From an optimization exercise on the open Yosys and OpenROAD flow, aimed at small area, a short achievable clock period and few clock cycles; shortcuts taken in it are not production practice.
Function was checked by simulation only, so behaviour that the tests miss may differ from the original.
No activity file was given, so power comes from the tool's default toggle rates.

## flow/design.v

```verilog
module dumb_cs(
    input  [5:0]  select,
    input  [4:0]  k,
    output reg [15:0] q
);
always @(*) begin
    case ({select, k})
        11'd0: q = 16'h07E0;
        11'd1: q = 16'h0FF0;
        11'd2: q = 16'h1C38;
        11'd3: q = 16'h3C3C;
        11'd4: q = 16'h381E;
        11'd5: q = 16'h781E;
        11'd6: q = 16'h781E;
        11'd7: q = 16'h781E;
        11'd8: q = 16'h781E;
        11'd9: q = 16'h781E;
        11'd10: q = 16'h781E;
        11'd11: q = 16'h781E;
        11'd12: q = 16'h781E;
        11'd13: q = 16'h3C1C;
        11'd14: q = 16'h1C3C;
        11'd15: q = 16'h1E78;
        11'd16: q = 16'h07E0;
        11'd32: q = 16'h0300;
        11'd33: q = 16'h03F0;
        11'd34: q = 16'h03F8;
        11'd35: q = 16'h03C0;
        11'd36: q = 16'h03C0;
        11'd37: q = 16'h03C0;
        11'd38: q = 16'h03C0;
        11'd39: q = 16'h03C0;
        11'd40: q = 16'h03C0;
        11'd41: q = 16'h03C0;
        11'd42: q = 16'h03C0;
        11'd43: q = 16'h03C0;
        11'd44: q = 16'h03C0;
        11'd45: q = 16'h03C0;
        11'd46: q = 16'h03C0;
        11'd47: q = 16'h07C0;
        11'd48: q = 16'h3FF8;
        11'd64: q = 16'h07E0;
        11'd65: q = 16'h1F78;
        11'd66: q = 16'h3C1C;
        11'd67: q = 16'h381E;
        11'd68: q = 16'h383E;
        11'd69: q = 16'h381C;
        11'd70: q = 16'h3C00;
        11'd71: q = 16'h1C00;
        11'd72: q = 16'h0E00;
        11'd73: q = 16'h0780;
        11'd74: q = 16'h01C0;
        11'd75: q = 16'h00E0;
        11'd76: q = 16'h6070;
        11'd77: q = 16'h7038;
        11'd78: q = 16'h380C;
        11'd79: q = 16'h3FFE;
        11'd80: q = 16'h3FFE;
        11'd96: q = 16'h07E0;
        11'd97: q = 16'h0F78;
        11'd98: q = 16'h1C1C;
        11'd99: q = 16'h3C1C;
        11'd100: q = 16'h3C1C;
        11'd101: q = 16'h3C00;
        11'd102: q = 16'h1E00;
        11'd103: q = 16'h0FC0;
        11'd104: q = 16'h0FC0;
        11'd105: q = 16'h1C00;
        11'd106: q = 16'h3800;
        11'd107: q = 16'h7800;
        11'd108: q = 16'h781C;
        11'd109: q = 16'h781E;
        11'd110: q = 16'h3C1E;
        11'd111: q = 16'h1E3C;
        11'd112: q = 16'h07F0;
        11'd128: q = 16'h0E00;
        11'd129: q = 16'h0E00;
        11'd130: q = 16'h0F00;
        11'd131: q = 16'h0F80;
        11'd132: q = 16'h0FC0;
        11'd133: q = 16'h0EE0;
        11'd134: q = 16'h0E70;
        11'd135: q = 16'h0E30;
        11'd136: q = 16'h0E18;
        11'd137: q = 16'h0E0C;
        11'd138: q = 16'h0E0E;
        11'd139: q = 16'hFFFF;
        11'd140: q = 16'h0E00;
        11'd141: q = 16'h0E00;
        11'd142: q = 16'h0E00;
        11'd143: q = 16'h1F00;
        11'd144: q = 16'h7FE0;
        11'd160: q = 16'h3FF8;
        11'd161: q = 16'h3FF8;
        11'd162: q = 16'h001C;
        11'd163: q = 16'h001C;
        11'd164: q = 16'h001C;
        11'd165: q = 16'h001C;
        11'd166: q = 16'h0FFC;
        11'd167: q = 16'h1FFC;
        11'd168: q = 16'h3C1C;
        11'd169: q = 16'h3808;
        11'd170: q = 16'h7800;
        11'd171: q = 16'h7800;
        11'd172: q = 16'h781C;
        11'd173: q = 16'h381E;
        11'd174: q = 16'h3C1E;
        11'd175: q = 16'h1E3C;
        11'd176: q = 16'h0FF0;
        11'd192: q = 16'h0FC0;
        11'd193: q = 16'h1CF0;
        11'd194: q = 16'h3C38;
        11'd195: q = 16'h3C1C;
        11'd196: q = 16'h001C;
        11'd197: q = 16'h001E;
        11'd198: q = 16'h0FDE;
        11'd199: q = 16'h1FFE;
        11'd200: q = 16'h3C3E;
        11'd201: q = 16'h781E;
        11'd202: q = 16'h781E;
        11'd203: q = 16'h781E;
        11'd204: q = 16'h781E;
        11'd205: q = 16'h781C;
        11'd206: q = 16'h383C;
        11'd207: q = 16'h1C78;
        11'd208: q = 16'h0FE0;
        11'd224: q = 16'h7FFC;
        11'd225: q = 16'h7FFC;
        11'd226: q = 16'h381C;
        11'd227: q = 16'h180E;
        11'd228: q = 16'h0C0E;
        11'd229: q = 16'h0E00;
        11'd230: q = 16'h0700;
        11'd231: q = 16'h0700;
        11'd232: q = 16'h0380;
        11'd233: q = 16'h0380;
        11'd234: q = 16'h01C0;
        11'd235: q = 16'h01C0;
        11'd236: q = 16'h01E0;
        11'd237: q = 16'h01E0;
        11'd238: q = 16'h01E0;
        11'd239: q = 16'h01E0;
        11'd240: q = 16'h01E0;
        11'd256: q = 16'h07E0;
        11'd257: q = 16'h1E78;
        11'd258: q = 16'h381C;
        11'd259: q = 16'h780E;
        11'd260: q = 16'h780E;
        11'd261: q = 16'h381E;
        11'd262: q = 16'h3C7C;
        11'd263: q = 16'h0FF8;
        11'd264: q = 16'h0FF8;
        11'd265: q = 16'h1F3C;
        11'd266: q = 16'h3C1E;
        11'd267: q = 16'h780E;
        11'd268: q = 16'h780E;
        11'd269: q = 16'h780E;
        11'd270: q = 16'h380E;
        11'd271: q = 16'h1C3C;
        11'd272: q = 16'h0FF0;
        11'd288: q = 16'h07F0;
        11'd289: q = 16'h1F78;
        11'd290: q = 16'h1C1C;
        11'd291: q = 16'h381E;
        11'd292: q = 16'h780E;
        11'd293: q = 16'h780E;
        11'd294: q = 16'h780E;
        11'd295: q = 16'h781E;
        11'd296: q = 16'h7C1E;
        11'd297: q = 16'h7FFC;
        11'd298: q = 16'h7BF0;
        11'd299: q = 16'h3800;
        11'd300: q = 16'h3C00;
        11'd301: q = 16'h1C18;
        11'd302: q = 16'h1E3C;
        11'd303: q = 16'h0F3C;
        11'd304: q = 16'h03F8;
        11'd320: q = 16'h03C0;
        11'd321: q = 16'h03C0;
        11'd322: q = 16'h03C0;
        11'd323: q = 16'h07E0;
        11'd324: q = 16'h07E0;
        11'd325: q = 16'h0770;
        11'd326: q = 16'h0F70;
        11'd327: q = 16'h0F30;
        11'd328: q = 16'h0E38;
        11'd329: q = 16'h0E38;
        11'd330: q = 16'h1FF8;
        11'd331: q = 16'h1C1C;
        11'd332: q = 16'h1C1C;
        11'd333: q = 16'h3C0C;
        11'd334: q = 16'h380E;
        11'd335: q = 16'h780E;
        11'd336: q = 16'hFE3F;
        11'd352: q = 16'h07FF;
        11'd353: q = 16'h1FFE;
        11'd354: q = 16'h3C1C;
        11'd355: q = 16'h781C;
        11'd356: q = 16'h781C;
        11'd357: q = 16'h381C;
        11'd358: q = 16'h3C1C;
        11'd359: q = 16'h1FFC;
        11'd360: q = 16'h1FFC;
        11'd361: q = 16'h381C;
        11'd362: q = 16'h781C;
        11'd363: q = 16'hF01C;
        11'd364: q = 16'hF01C;
        11'd365: q = 16'h701C;
        11'd366: q = 16'h781C;
        11'd367: q = 16'h3E1C;
        11'd368: q = 16'h0FFF;
        11'd384: q = 16'h7FC0;
        11'd385: q = 16'h7CF0;
        11'd386: q = 16'h7038;
        11'd387: q = 16'h601C;
        11'd388: q = 16'hE01E;
        11'd389: q = 16'h001E;
        11'd390: q = 16'h000F;
        11'd391: q = 16'h000F;
        11'd392: q = 16'h000F;
        11'd393: q = 16'h000F;
        11'd394: q = 16'h000F;
        11'd395: q = 16'h000E;
        11'd396: q = 16'hE01E;
        11'd397: q = 16'h601E;
        11'd398: q = 16'h303C;
        11'd399: q = 16'h3CF8;
        11'd400: q = 16'h0FE0;
        11'd416: q = 16'h01FF;
        11'd417: q = 16'h0FFE;
        11'd418: q = 16'h1C1C;
        11'd419: q = 16'h381C;
        11'd420: q = 16'h781C;
        11'd421: q = 16'h781C;
        11'd422: q = 16'h701C;
        11'd423: q = 16'hF01C;
        11'd424: q = 16'hF01C;
        11'd425: q = 16'hF01C;
        11'd426: q = 16'h701C;
        11'd427: q = 16'h781C;
        11'd428: q = 16'h781C;
        11'd429: q = 16'h381C;
        11'd430: q = 16'h3C1C;
        11'd431: q = 16'h0F1C;
        11'd432: q = 16'h03FF;
        11'd448: q = 16'h3FFF;
        11'd449: q = 16'h3FFE;
        11'd450: q = 16'h703C;
        11'd451: q = 16'h603C;
        11'd452: q = 16'h003C;
        11'd453: q = 16'h0C3C;
        11'd454: q = 16'h0C3C;
        11'd455: q = 16'h0FFC;
        11'd456: q = 16'h0FFC;
        11'd457: q = 16'h0C3C;
        11'd458: q = 16'h0C3C;
        11'd459: q = 16'h003C;
        11'd460: q = 16'h003C;
        11'd461: q = 16'hE03C;
        11'd462: q = 16'h703C;
        11'd463: q = 16'h783C;
        11'd464: q = 16'h3FFF;
        11'd480: q = 16'h7FFF;
        11'd481: q = 16'h7FFE;
        11'd482: q = 16'h703C;
        11'd483: q = 16'hE03C;
        11'd484: q = 16'h003C;
        11'd485: q = 16'h183C;
        11'd486: q = 16'h1C3C;
        11'd487: q = 16'h1E3C;
        11'd488: q = 16'h1FFC;
        11'd489: q = 16'h1C3C;
        11'd490: q = 16'h1C3C;
        11'd491: q = 16'h003C;
        11'd492: q = 16'h003C;
        11'd493: q = 16'h003C;
        11'd494: q = 16'h003C;
        11'd495: q = 16'h003C;
        11'd496: q = 16'h00FF;
        11'd512: q = 16'h1FE0;
        11'd513: q = 16'h3EF0;
        11'd514: q = 16'h3838;
        11'd515: q = 16'h381C;
        11'd516: q = 16'h301E;
        11'd517: q = 16'h000E;
        11'd518: q = 16'h000F;
        11'd519: q = 16'h000F;
        11'd520: q = 16'h000F;
        11'd521: q = 16'hFE0F;
        11'd522: q = 16'h7E0F;
        11'd523: q = 16'h380F;
        11'd524: q = 16'h380E;
        11'd525: q = 16'h381E;
        11'd526: q = 16'h381C;
        11'd527: q = 16'h3C78;
        11'd528: q = 16'h0FF0;
        11'd544: q = 16'hFE3F;
        11'd545: q = 16'h7C3E;
        11'd546: q = 16'h381E;
        11'd547: q = 16'h381E;
        11'd548: q = 16'h381E;
        11'd549: q = 16'h381E;
        11'd550: q = 16'h381E;
        11'd551: q = 16'h381E;
        11'd552: q = 16'h3FFE;
        11'd553: q = 16'h381E;
        11'd554: q = 16'h381E;
        11'd555: q = 16'h381E;
        11'd556: q = 16'h381E;
        11'd557: q = 16'h381E;
        11'd558: q = 16'h381E;
        11'd559: q = 16'h381E;
        11'd560: q = 16'hFE7F;
        11'd576: q = 16'h3FFC;
        11'd577: q = 16'h1FF8;
        11'd578: q = 16'h03C0;
        11'd579: q = 16'h03C0;
        11'd580: q = 16'h03C0;
        11'd581: q = 16'h03C0;
        11'd582: q = 16'h03C0;
        11'd583: q = 16'h03C0;
        11'd584: q = 16'h03C0;
        11'd585: q = 16'h03C0;
        11'd586: q = 16'h03C0;
        11'd587: q = 16'h03C0;
        11'd588: q = 16'h03C0;
        11'd589: q = 16'h03C0;
        11'd590: q = 16'h03C0;
        11'd591: q = 16'h03C0;
        11'd592: q = 16'h3FFC;
        11'd608: q = 16'hFFF0;
        11'd609: q = 16'h7FE0;
        11'd610: q = 16'h0F00;
        11'd611: q = 16'h0F00;
        11'd612: q = 16'h0F00;
        11'd613: q = 16'h0F00;
        11'd614: q = 16'h0F00;
        11'd615: q = 16'h0F00;
        11'd616: q = 16'h0F00;
        11'd617: q = 16'h0F00;
        11'd618: q = 16'h0F00;
        11'd619: q = 16'h0F00;
        11'd620: q = 16'h0F00;
        11'd621: q = 16'h0F00;
        11'd622: q = 16'h0F00;
        11'd623: q = 16'h0F00;
        11'd624: q = 16'h0F0E;
        11'd625: q = 16'h071F;
        11'd626: q = 16'h03DE;
        11'd627: q = 16'h00FC;
        11'd640: q = 16'h7E7F;
        11'd641: q = 16'h7E7E;
        11'd642: q = 16'h1C1C;
        11'd643: q = 16'h061C;
        11'd644: q = 16'h071C;
        11'd645: q = 16'h039C;
        11'd646: q = 16'h01DC;
        11'd647: q = 16'h01FC;
        11'd648: q = 16'h03FC;
        11'd649: q = 16'h07BC;
        11'd650: q = 16'h071C;
        11'd651: q = 16'h0F1C;
        11'd652: q = 16'h0E1C;
        11'd653: q = 16'h1E1C;
        11'd654: q = 16'h3C1C;
        11'd655: q = 16'h7C1C;
        11'd656: q = 16'hFE7F;
        11'd672: q = 16'h00FE;
        11'd673: q = 16'h007E;
        11'd674: q = 16'h003C;
        11'd675: q = 16'h003C;
        11'd676: q = 16'h003C;
        11'd677: q = 16'h003C;
        11'd678: q = 16'h003C;
        11'd679: q = 16'h003C;
        11'd680: q = 16'h003C;
        11'd681: q = 16'h003C;
        11'd682: q = 16'h003C;
        11'd683: q = 16'h003C;
        11'd684: q = 16'h003C;
        11'd685: q = 16'hE03C;
        11'd686: q = 16'h603C;
        11'd687: q = 16'h783C;
        11'd688: q = 16'h7FFF;
        11'd704: q = 16'hF80F;
        11'd705: q = 16'hF81F;
        11'd706: q = 16'h7C1E;
        11'd707: q = 16'h7C1E;
        11'd708: q = 16'h7C3E;
        11'd709: q = 16'h7E3E;
        11'd710: q = 16'h7E3E;
        11'd711: q = 16'h7E7E;
        11'd712: q = 16'h7F76;
        11'd713: q = 16'h7B76;
        11'd714: q = 16'h7B76;
        11'd715: q = 16'h7BE6;
        11'd716: q = 16'h7BE6;
        11'd717: q = 16'h79E6;
        11'd718: q = 16'h79E6;
        11'd719: q = 16'h79C6;
        11'd720: q = 16'hFEDF;
        11'd736: q = 16'hFC1F;
        11'd737: q = 16'hF83F;
        11'd738: q = 16'h303C;
        11'd739: q = 16'h307C;
        11'd740: q = 16'h30FC;
        11'd741: q = 16'h30EC;
        11'd742: q = 16'h31EC;
        11'd743: q = 16'h33CC;
        11'd744: q = 16'h338C;
        11'd745: q = 16'h378C;
        11'd746: q = 16'h3F0C;
        11'd747: q = 16'h3E0C;
        11'd748: q = 16'h3E0C;
        11'd749: q = 16'h3C0C;
        11'd750: q = 16'h380C;
        11'd751: q = 16'h380C;
        11'd752: q = 16'h303F;
        11'd768: q = 16'h07E0;
        11'd769: q = 16'h1EF8;
        11'd770: q = 16'h383C;
        11'd771: q = 16'h381C;
        11'd772: q = 16'h781E;
        11'd773: q = 16'h701E;
        11'd774: q = 16'hF00E;
        11'd775: q = 16'hF00F;
        11'd776: q = 16'hF00F;
        11'd777: q = 16'hF00F;
        11'd778: q = 16'hF00E;
        11'd779: q = 16'hF00E;
        11'd780: q = 16'h701E;
        11'd781: q = 16'h781C;
        11'd782: q = 16'h383C;
        11'd783: q = 16'h1E78;
        11'd784: q = 16'h0FE0;
        11'd800: q = 16'h07FF;
        11'd801: q = 16'h3FFE;
        11'd802: q = 16'h783C;
        11'd803: q = 16'h703C;
        11'd804: q = 16'h703C;
        11'd805: q = 16'h703C;
        11'd806: q = 16'h703C;
        11'd807: q = 16'h3C3C;
        11'd808: q = 16'h1FFC;
        11'd809: q = 16'h01FC;
        11'd810: q = 16'h003C;
        11'd811: q = 16'h003C;
        11'd812: q = 16'h003C;
        11'd813: q = 16'h003C;
        11'd814: q = 16'h003C;
        11'd815: q = 16'h003C;
        11'd816: q = 16'h00FF;
        11'd832: q = 16'h07E0;
        11'd833: q = 16'h1E78;
        11'd834: q = 16'h3C3C;
        11'd835: q = 16'h781E;
        11'd836: q = 16'h781E;
        11'd837: q = 16'h700E;
        11'd838: q = 16'hF00F;
        11'd839: q = 16'hF00F;
        11'd840: q = 16'hF00F;
        11'd841: q = 16'hF00F;
        11'd842: q = 16'hF00F;
        11'd843: q = 16'h70CE;
        11'd844: q = 16'h73FE;
        11'd845: q = 16'h7FBE;
        11'd846: q = 16'h3F3C;
        11'd847: q = 16'h1F78;
        11'd848: q = 16'h6FE0;
        11'd849: q = 16'h7E00;
        11'd850: q = 16'h3C00;
        11'd864: q = 16'h07FF;
        11'd865: q = 16'h1FFE;
        11'd866: q = 16'h383C;
        11'd867: q = 16'h783C;
        11'd868: q = 16'h783C;
        11'd869: q = 16'h783C;
        11'd870: q = 16'h383C;
        11'd871: q = 16'h1E3C;
        11'd872: q = 16'h07FC;
        11'd873: q = 16'h07BC;
        11'd874: q = 16'h073C;
        11'd875: q = 16'h0E3C;
        11'd876: q = 16'h1E3C;
        11'd877: q = 16'h1C3C;
        11'd878: q = 16'h3C3C;
        11'd879: q = 16'h383C;
        11'd880: q = 16'hF8FF;
        11'd896: q = 16'h17F0;
        11'd897: q = 16'h3F78;
        11'd898: q = 16'h3C1C;
        11'd899: q = 16'h380E;
        11'd900: q = 16'h300E;
        11'd901: q = 16'h001E;
        11'd902: q = 16'h007C;
        11'd903: q = 16'h01F8;
        11'd904: q = 16'h0FE0;
        11'd905: q = 16'h1F00;
        11'd906: q = 16'h3C00;
        11'd907: q = 16'h7800;
        11'd908: q = 16'h7006;
        11'd909: q = 16'h700E;
        11'd910: q = 16'h380E;
        11'd911: q = 16'h1C3E;
        11'd912: q = 16'h0FFC;
        11'd928: q = 16'h3FFE;
        11'd929: q = 16'h7FFE;
        11'd930: q = 16'h63C6;
        11'd931: q = 16'h63C7;
        11'd932: q = 16'h03C2;
        11'd933: q = 16'h03C0;
        11'd934: q = 16'h03C0;
        11'd935: q = 16'h03C0;
        11'd936: q = 16'h03C0;
        11'd937: q = 16'h03C0;
        11'd938: q = 16'h03C0;
        11'd939: q = 16'h03C0;
        11'd940: q = 16'h03C0;
        11'd941: q = 16'h03C0;
        11'd942: q = 16'h03C0;
        11'd943: q = 16'h03C0;
        11'd944: q = 16'h0FF0;
        11'd960: q = 16'hFC7F;
        11'd961: q = 16'h783F;
        11'd962: q = 16'h301E;
        11'd963: q = 16'h301E;
        11'd964: q = 16'h301E;
        11'd965: q = 16'h301E;
        11'd966: q = 16'h301E;
        11'd967: q = 16'h301E;
        11'd968: q = 16'h301E;
        11'd969: q = 16'h301E;
        11'd970: q = 16'h301E;
        11'd971: q = 16'h301E;
        11'd972: q = 16'h301E;
        11'd973: q = 16'h301C;
        11'd974: q = 16'h381C;
        11'd975: q = 16'h1E78;
        11'd976: q = 16'h07F0;
        11'd992: q = 16'hFC3F;
        11'd993: q = 16'h783F;
        11'd994: q = 16'h381C;
        11'd995: q = 16'h183C;
        11'd996: q = 16'h183C;
        11'd997: q = 16'h1C38;
        11'd998: q = 16'h0C78;
        11'd999: q = 16'h0E78;
        11'd1000: q = 16'h0E70;
        11'd1001: q = 16'h06F0;
        11'd1002: q = 16'h07F0;
        11'd1003: q = 16'h03E0;
        11'd1004: q = 16'h03E0;
        11'd1005: q = 16'h03E0;
        11'd1006: q = 16'h01C0;
        11'd1007: q = 16'h01C0;
        11'd1008: q = 16'h01C0;
        11'd1024: q = 16'hFFFF;
        11'd1025: q = 16'hF3DF;
        11'd1026: q = 16'h638E;
        11'd1027: q = 16'h738E;
        11'd1028: q = 16'h339E;
        11'd1029: q = 16'h339E;
        11'd1030: q = 16'h37DC;
        11'd1031: q = 16'h3FDC;
        11'd1032: q = 16'h3FDC;
        11'd1033: q = 16'h1FFC;
        11'd1034: q = 16'h1FF8;
        11'd1035: q = 16'h1F78;
        11'd1036: q = 16'h1E78;
        11'd1037: q = 16'h0E78;
        11'd1038: q = 16'h0E78;
        11'd1039: q = 16'h0E30;
        11'd1040: q = 16'h0E30;
        11'd1056: q = 16'h7E7E;
        11'd1057: q = 16'h7C3E;
        11'd1058: q = 16'h1C38;
        11'd1059: q = 16'h0C78;
        11'd1060: q = 16'h0E70;
        11'd1061: q = 16'h06E0;
        11'd1062: q = 16'h03E0;
        11'd1063: q = 16'h03C0;
        11'd1064: q = 16'h03C0;
        11'd1065: q = 16'h03C0;
        11'd1066: q = 16'h07E0;
        11'd1067: q = 16'h0F60;
        11'd1068: q = 16'h0E70;
        11'd1069: q = 16'h1E30;
        11'd1070: q = 16'h3C18;
        11'd1071: q = 16'h3C1C;
        11'd1072: q = 16'hFE3F;
        11'd1088: q = 16'hFC7F;
        11'd1089: q = 16'h7C3E;
        11'd1090: q = 16'h183C;
        11'd1091: q = 16'h1838;
        11'd1092: q = 16'h0C78;
        11'd1093: q = 16'h0C70;
        11'd1094: q = 16'h06F0;
        11'd1095: q = 16'h07E0;
        11'd1096: q = 16'h03E0;
        11'd1097: q = 16'h03C0;
        11'd1098: q = 16'h03C0;
        11'd1099: q = 16'h03C0;
        11'd1100: q = 16'h03C0;
        11'd1101: q = 16'h03C0;
        11'd1102: q = 16'h03C0;
        11'd1103: q = 16'h03C0;
        11'd1104: q = 16'h0FF0;
        11'd1120: q = 16'h7FF8;
        11'd1121: q = 16'h7FFC;
        11'd1122: q = 16'h3C1C;
        11'd1123: q = 16'h1C0E;
        11'd1124: q = 16'h1E00;
        11'd1125: q = 16'h0F00;
        11'd1126: q = 16'h0700;
        11'd1127: q = 16'h0380;
        11'd1128: q = 16'h03C0;
        11'd1129: q = 16'h01E0;
        11'd1130: q = 16'h00E0;
        11'd1131: q = 16'h00F0;
        11'd1132: q = 16'h0078;
        11'd1133: q = 16'h6038;
        11'd1134: q = 16'h701C;
        11'd1135: q = 16'h3C1E;
        11'd1136: q = 16'h3FFE;
        11'd1166: q = 16'h003C;
        11'd1167: q = 16'h007E;
        11'd1168: q = 16'h003C;
        11'd1189: q = 16'h01C0;
        11'd1190: q = 16'h03E0;
        11'd1191: q = 16'h03C0;
        11'd1198: q = 16'h03C0;
        11'd1199: q = 16'h03E0;
        11'd1200: q = 16'h03C0;
        11'd1216: q = 16'h03C0;
        11'd1217: q = 16'h03C0;
        11'd1218: q = 16'h03C0;
        11'd1219: q = 16'h03C0;
        11'd1220: q = 16'h03C0;
        11'd1221: q = 16'h03C0;
        11'd1222: q = 16'h01C0;
        11'd1223: q = 16'h01C0;
        11'd1224: q = 16'h0180;
        11'd1225: q = 16'h0180;
        11'd1226: q = 16'h0180;
        11'd1227: q = 16'h0180;
        11'd1230: q = 16'h03C0;
        11'd1231: q = 16'h03E0;
        11'd1232: q = 16'h03C0;
        default: q = 16'h0000;
    endcase
end
endmodule
module render_accelerator_module (
		input         clock_sink_clk,          
		input         reset_sink_reset,        
		output    [17:0]   avalon_master_mem_address,   
		output             avalon_master_mem_write,     
		output    [7:0]    avalon_master_mem_writedata,     
        input              avalon_master_waitrequest,
        input 		[7:0]  avalon_slave_hps_addr,        
		input              avalon_slave_hps_write,       
		input       [31:0] avalon_slave_hps_writedata,   
        input              avalon_slave_hps_read,        
        output reg      [31:0] avalon_slave_hps_readdata     
	);
    reg         start_flag;         
    reg [3:0]   mode_reg;            
    reg [31:0]  control_reg_1;       
    reg [31:0]  control_reg_2;       
    wire [8:0] x_coord = control_reg_1[8:0];
    wire [7:0] y_coord = control_reg_1[16:9];
    wire [7:0] color   = control_reg_1[24:17];
    wire [8:0] width   = control_reg_2[8:0];
    wire [7:0] height  = control_reg_2[16:9];
    wire [5:0] glyph   = control_reg_2[5:0];
    reg        busy;         
    reg        char_mode;    
    reg        wr;           
    reg [8:0]  px;           
    reg [7:0]  py;           
    reg [8:0]  col_left;     
    reg [7:0]  row_left;     
    reg [15:0] mask;         
    reg [7:0]  mask_y;       
    reg [4:0]  fetch_k;      
    wire [3:0] mode_in = avalon_slave_hps_writedata[4:1];
    wire start_ev = avalon_slave_hps_write && (avalon_slave_hps_addr == 8'h01) &&
                    avalon_slave_hps_writedata[0] && !busy;
    wire rect_last = col_left == 9'd0 && row_left == 8'd0;
    wire ready = !busy || (!char_mode && rect_last);
    always @(posedge clock_sink_clk) begin
        if(reset_sink_reset) begin
            start_flag <= 1'b0;
        end
        else if(avalon_slave_hps_write) begin
            case (avalon_slave_hps_addr)
                8'h01   :    begin
                    mode_reg <= avalon_slave_hps_writedata[4:1];
                    start_flag <= avalon_slave_hps_writedata[0];
                end
                8'h02   :    control_reg_1 <= avalon_slave_hps_writedata;
                8'h03   :    control_reg_2 <= avalon_slave_hps_writedata;
                default :    ; 
            endcase
        end
        else if (avalon_slave_hps_read) begin
            case (avalon_slave_hps_addr)
                8'h00   :   avalon_slave_hps_readdata <= {31'b0, ready};
                8'h01   :   avalon_slave_hps_readdata <= {27'b0, mode_reg, start_flag};
                8'h02   :   avalon_slave_hps_readdata <= control_reg_1;
                8'h03   :   avalon_slave_hps_readdata <= control_reg_2;
                default :   avalon_slave_hps_readdata <= 32'b0;   
            endcase
        end
    end
    wire [15:0] rom_q;
    dumb_cs cs_bitmap(
        .select(glyph),
        .k(fetch_k),
        .q(rom_q)
    );
    reg [3:0]  first;
    reg [15:0] below;        
    integer i;
    always @(*) begin
        first = 4'd0;
        for (i = 15; i >= 0; i = i - 1)
            if (mask[i]) first = i[3:0];
        below[0] = 1'b0;
        for (i = 1; i < 16; i = i + 1)
            below[i] = below[i-1] | mask[i-1];
    end
    wire [15:0] mask_rest = mask & below;
    wire        row_done  = mask_rest == 16'd0;            
    wire [4:0]  end_k     = (glyph == 6'd19) ? 5'd20 : (glyph == 6'd26) ? 5'd19 : 5'd17;
    wire        glyph_end = fetch_k == end_k;
    assign avalon_master_mem_write     = wr;
    assign avalon_master_mem_writedata = color;
    assign avalon_master_mem_address   = {1'b0, py, px};
    always @(posedge clock_sink_clk) begin
        if (reset_sink_reset) begin
            busy    <= 1'b0;
            wr      <= 1'b0;
            fetch_k <= 5'd0;
        end else if (!busy) begin
            char_mode <= mode_in[0];
            busy      <= start_ev && (mode_in[3:1] == 3'b000);
            wr        <= start_ev && (mode_in == 4'd0);
            px        <= x_coord;
            py        <= y_coord;
            col_left  <= width - 9'd1;
            row_left  <= height - 8'd1;
            mask      <= rom_q;
            mask_y    <= y_coord + 8'd4;
            fetch_k   <= {4'd0, start_ev};
        end else if (!char_mode) begin
            if (rect_last) begin
                busy <= 1'b0;
                wr   <= 1'b0;
            end else if (col_left == 9'd0) begin
                px       <= x_coord;
                py       <= py + 8'd1;
                col_left <= width - 9'd1;
                row_left <= row_left - 8'd1;
            end else begin
                px       <= px + 9'd1;
                col_left <= col_left - 9'd1;
            end
        end else begin
            wr <= mask != 16'd0;
            px <= x_coord + {5'd0, first};
            py <= mask_y;
            if (row_done) begin
                mask    <= rom_q;
                mask_y  <= mask_y + 8'd1;
                fetch_k <= fetch_k + 5'd1;
                if (glyph_end) begin
                    busy    <= 1'b0;
                    fetch_k <= 5'd0;
                end
            end else begin
                mask <= mask_rest;
            end
        end
    end
endmodule
```

## flow/run.sh

```bash
#!/bin/bash
# synth_recipe.tcl (not shown) runs the flow's synth.tcl, then flattens the netlist and writes it again
# the make line also repeats each setting of config.mk as NAME=value (left out here)
make -C /OpenROAD-flow-scripts/flow DESIGN_CONFIG=/design/flow/config.mk WORK_HOME=/design/flow/orfs CLKGATE_MAP_FILE= SYNTH_SCRIPT=/design/flow/synth_recipe.tcl finish
```

## flow/config.mk

```make
export PLATFORM = sky130hd
export DESIGN_NAME = render_accelerator_module
export DESIGN_NICKNAME = render_accelerator_module
export VERILOG_FILES = /design/flow/design.v
export SDC_FILE = /design/flow/constraint.sdc
export NUM_CORES = 4
export LEC_CHECK = 0
export CAP_MARGIN = 20
export CORE_MARGIN = 2
export CORE_UTILIZATION = 40
export SLEW_MARGIN = 20
export SYNTH_MEMORY_MAX_BITS = 32768
```

## flow/constraint.sdc

```tcl
create_clock -name core_clock -period 10.0 [get_ports {clock_sink_clk}]
set_input_delay 2.0000 -clock core_clock [delete_from_list [all_inputs] [get_ports {clock_sink_clk}]]
set_output_delay 2.0000 -clock core_clock [all_outputs]
set_load 0.01 [all_outputs]
```

==> results.yml <==
worst_setup_path:
  timing.critical_path.slowest_stage_cell: "a311oi_1"
  largest_stage_delay_on_the_critical_path_ps: 770
  path_max_fanout: 22
  critPathLaunchType: "flop"
  crit_type: "flop to flop"
  critical_path_buf_inv_count: 3
  timing.critical_path.to_type: "flop"
  crit_path_cell_trace: "inv_1, ha_1, ha_1, buf_4, nand4bb_1, buf_4, nand2_1, a211oi_1, a221oi_1, a311o_1, a311oi_1, o21ai_1"
  cp.arrival_ps: 5470
  worst_ep_required_time_ps: 10160
  critical-path-top-delay-family: "compound AO/OA/AOI/OAI gates"
placed_design:
  place_inst: 2209
  finalWeightedCongestion: 1.08
  postPlaceCellArea_um2: 16100
  port_buffers: 101
  place_worst_setup_slack_ps: 5030
  dp.final_hpwl_mm: 53.9
finish:
  post_route_cells_drive_above_1_share_pct: 8.91
  flow.area_growth_from_synthesis_pct: 13.4
  largest_registers: "avalon_slave_hps_readdata: 32 flops, control_reg_1: 32 flops, control_reg_2: 32 flops"
  finalNetCount: 1860
  filler_cells: 3611
  instances_no_fill: 2243
  final_cell_mix: "159 x edfxtp_1, 149 x nand2_1, 147 x a21oi_1, 143 x nor2_1, 128 x o21ai_0"
  finalInstanceArea_um2: 16700
  final_common_cell: "edfxtp_1"
power_and_ir_drop:
  vdd_ir_drop_max_uv: 112
  total_leakage_power_nw: 5.68
  power.density_nw_per_um2: 90.7
synth:
  synth_cell_types: 89
  async_flop_share_pct: 0
  yosys_most_used_dff: "edfxtp_1"
  syn_avg_cell_area_um2: 8.38
  synth-seq-area-share_pct: 33.6
  synth.area.top_cells: "edfxtp_1 32%, a21oi_1 5.0%, ha_1 4.6%, o21ai_0 4.4%, nand2_1 3.8%"
  synth_area_leader_cell: "edfxtp_1"
  netlist_instances: 1754
  ys_seq_elements: 167
  synth.cell_area_um2: 14700
  edff_count_synth: 159
  synth_nets: 1854
  ys_warn_count: 2
  yosysTopAreaCellShare_pct: 32.5
floorplan:
  die_x_um: 196
  initial_core_util_pct: 40.4
  design.portCount: 104
  rows: 70
  total_die_area_um2: 38300
  core_region_area_um2: 36400
  dieHeight_um: 196
min_path:
  hold_path_class: "flop to flop"
cts:
  ctsRootBufferMaster: "clkbuf_16"
  postCtsSetupBuffers: 0
  cts-root-to-sink-buffers: 2
  postCtsHoldBufs: 0
  clock_pin_transition_on_the_worst_setup_and_hold_timing_paths_ps: 70
  cts.repair.resized: 0
  clock_insertion_delay_worst_skew_ps: 440
  number_of_clock_buffers_inserted_by_tritoncts: 17
  cts_num_sinks: 167
  tritoncts: "yes"
  ctsHtreeMaxLevel: 4
global_route:
  largest_net_degree_at_the_start_of_global_routing: 121
  grt_pass1_vias: 15000
  global_route.usage.total_pct: 39.7
  grt_antenna_before_repair: 2
  grt_ovf: 0
  grt_first_pass_wirelength_mm: 109
timing:
  final.setup.worst_slack_ps: 4690
  hold_violations: 0
  slew_violations: 0
  final_skew_ps: 10.5
  setup_violations: 0
  setup_tns_ps: 0
  worst_slew_margin_rel_pct: 13.1
  worst_slew_pin_slew_ps: 1270
  min_period_over_period_pct: 53.1
  period_needed_ps: 5310
  final.hold.worst_slack_ps: 511
  max_clk_rate_mhz: 188
  rsz_0062_raised_after_global_routing: "no"
drt:
  drc: 0
  drtAntennaViolNets: 0
  wl_per_cell_um: 34.4
  first_iter_violations: 2543
  post_drt_via_cell_ratio: 7.10
  first_pass_iters: 8
  route.vias.total: 15900
  route.final.wire_length_mm: 77.2
run_status:
  run_status: "finished clean"
flow_run:
  drv.max_cap_violation_count: 0
[where the power goes]
| group | switching (mW) | internal (mW) | total (mW) | leakage (nW) |
|---|---|---|---|---|
| sequential | 0.00935 | 0.771 | 0.780 | 1.62 |
| combinational | 0.0356 | 0.0337 | 0.0693 | 3.77 |
| clock | 0.308 | 0.354 | 0.662 | 0.286 |
[routing by layer]
metal | vias up | wire [µm] | GRT usage [%]
li1 | 6720 | - | -
met1 | 7745 | 31300 | 53.3
met2 | 1173 | 31400 | 56.5
met3 | 286 | 9850 | 13.5
met4 | 2 | 4580 | 20.3
met5 | - | 15 | 0
[cell usage after synthesis (all sizes together), types with 11 or more instances]
master	n
edfxtp	159
nand2	149
nor2	148
a21oi	147
o21ai	136
clkbuf	100
buf	77
nand3	68
ha	54
nor3	44
a31oi	42
nor2b	36
o211ai	34
inv	33
mux2i	32
nand2b	32
a22o	31
a211oi	27
o221ai	24
a311oi	22
xnor2	22
xor2	22
o22ai	19
o31ai	18
a22oi	17
mux2	16
o311ai	16
or2	14
a221oi	13
a2111oi	12
and2	12
nand4	12
nor4	12
or3	11
[final cells by class]
cell class,count,area [µm²],share of cell area (%)
sequential,167,4940,29.7
antenna,2,5.00,0.0300
inverter,34,128,0.765
clock buffer,17,425,2.55
multi-input combinational,1376,8910,53.4
timing repair buffer,164,1510,9.05
clock inverter,15,165,0.991
tap,468,586,3.51
[per-stage QoR]
step	utilization (%)	power (mW)
3_3_place_gp	44.1	0.863
4_1_cts	45.7	1.52
3_5_place_dp	44.1	0.864
6_report	45.8	1.51
2_1_floorplan	-	0.827
5_1_grt	45.7	1.55
[worst paths after layout]
check	startpoint	to	slack [ps]	cells past startpoint
setup / recovery	fetch_k[1]$_SDFFE_PP0P_	mask[12]$_DFFE_PP_	4690	12
hold / removal	start_flag$_SDFFE_PP0P_	start_flag$_SDFFE_PP0P_	510	2
setup reg to reg	fetch_k[1]$_SDFFE_PP0P_	mask[12]$_DFFE_PP_	4690	12
hold reg to reg	start_flag$_SDFFE_PP0P_	start_flag$_SDFFE_PP0P_	510	2
[kinds of logic after synthesis]
| group | share of synthesized area (%) |
|---|---|
| mux | 3.71 |
| buf+inv | 6.17 |
| simple gates | 18.9 |
| flops | 33.6 |
| fa+ha+maj | 4.80 |
| compound gates | 30.2 |
| xor+xnor | 2.62 |
| other cells | 0.0255 |
[worst register-to-register path, cell delays in order (launching register included)]
cell and delay [ps]:
dfxtp_1 730, inv_1 360, ha_1 440, ha_1 250, buf_4 250, nand4bb_1 140
buf_4 270, nand2_1 470, a211oi_1 700, a221oi_1 190, a311o_1 360, a311oi_1 770
o21ai_1 100
Testbench counts, summed over its fixed seeds: cycles 227,741.

==> static timing again, ports no longer ideal <==
The results above use ideal ports. As a check the final layout listed here was re-extracted and re-timed, cells and wires unchanged.
Step 1 assumes that a clkbuf_16 drives the clock port and a buf_2 every other input.
Step 2 times the ports against the registers' clock, not the clock port: input delays grow and output delays shrink by t, the midpoint of the rising clock arrivals with the driver on.
Slacks: ideal / step 1 / step 2; pairs: ideal / step 1.
t (ns): 0.487
setup slack, ns: 4.688 / 4.688 / 4.688
worst setup path after step 2: register to register
After both steps setup and hold are still met in this run. For this run, drivers alone change the setup slack by 0.000 ns; drivers and shift together by 0.000 ns.
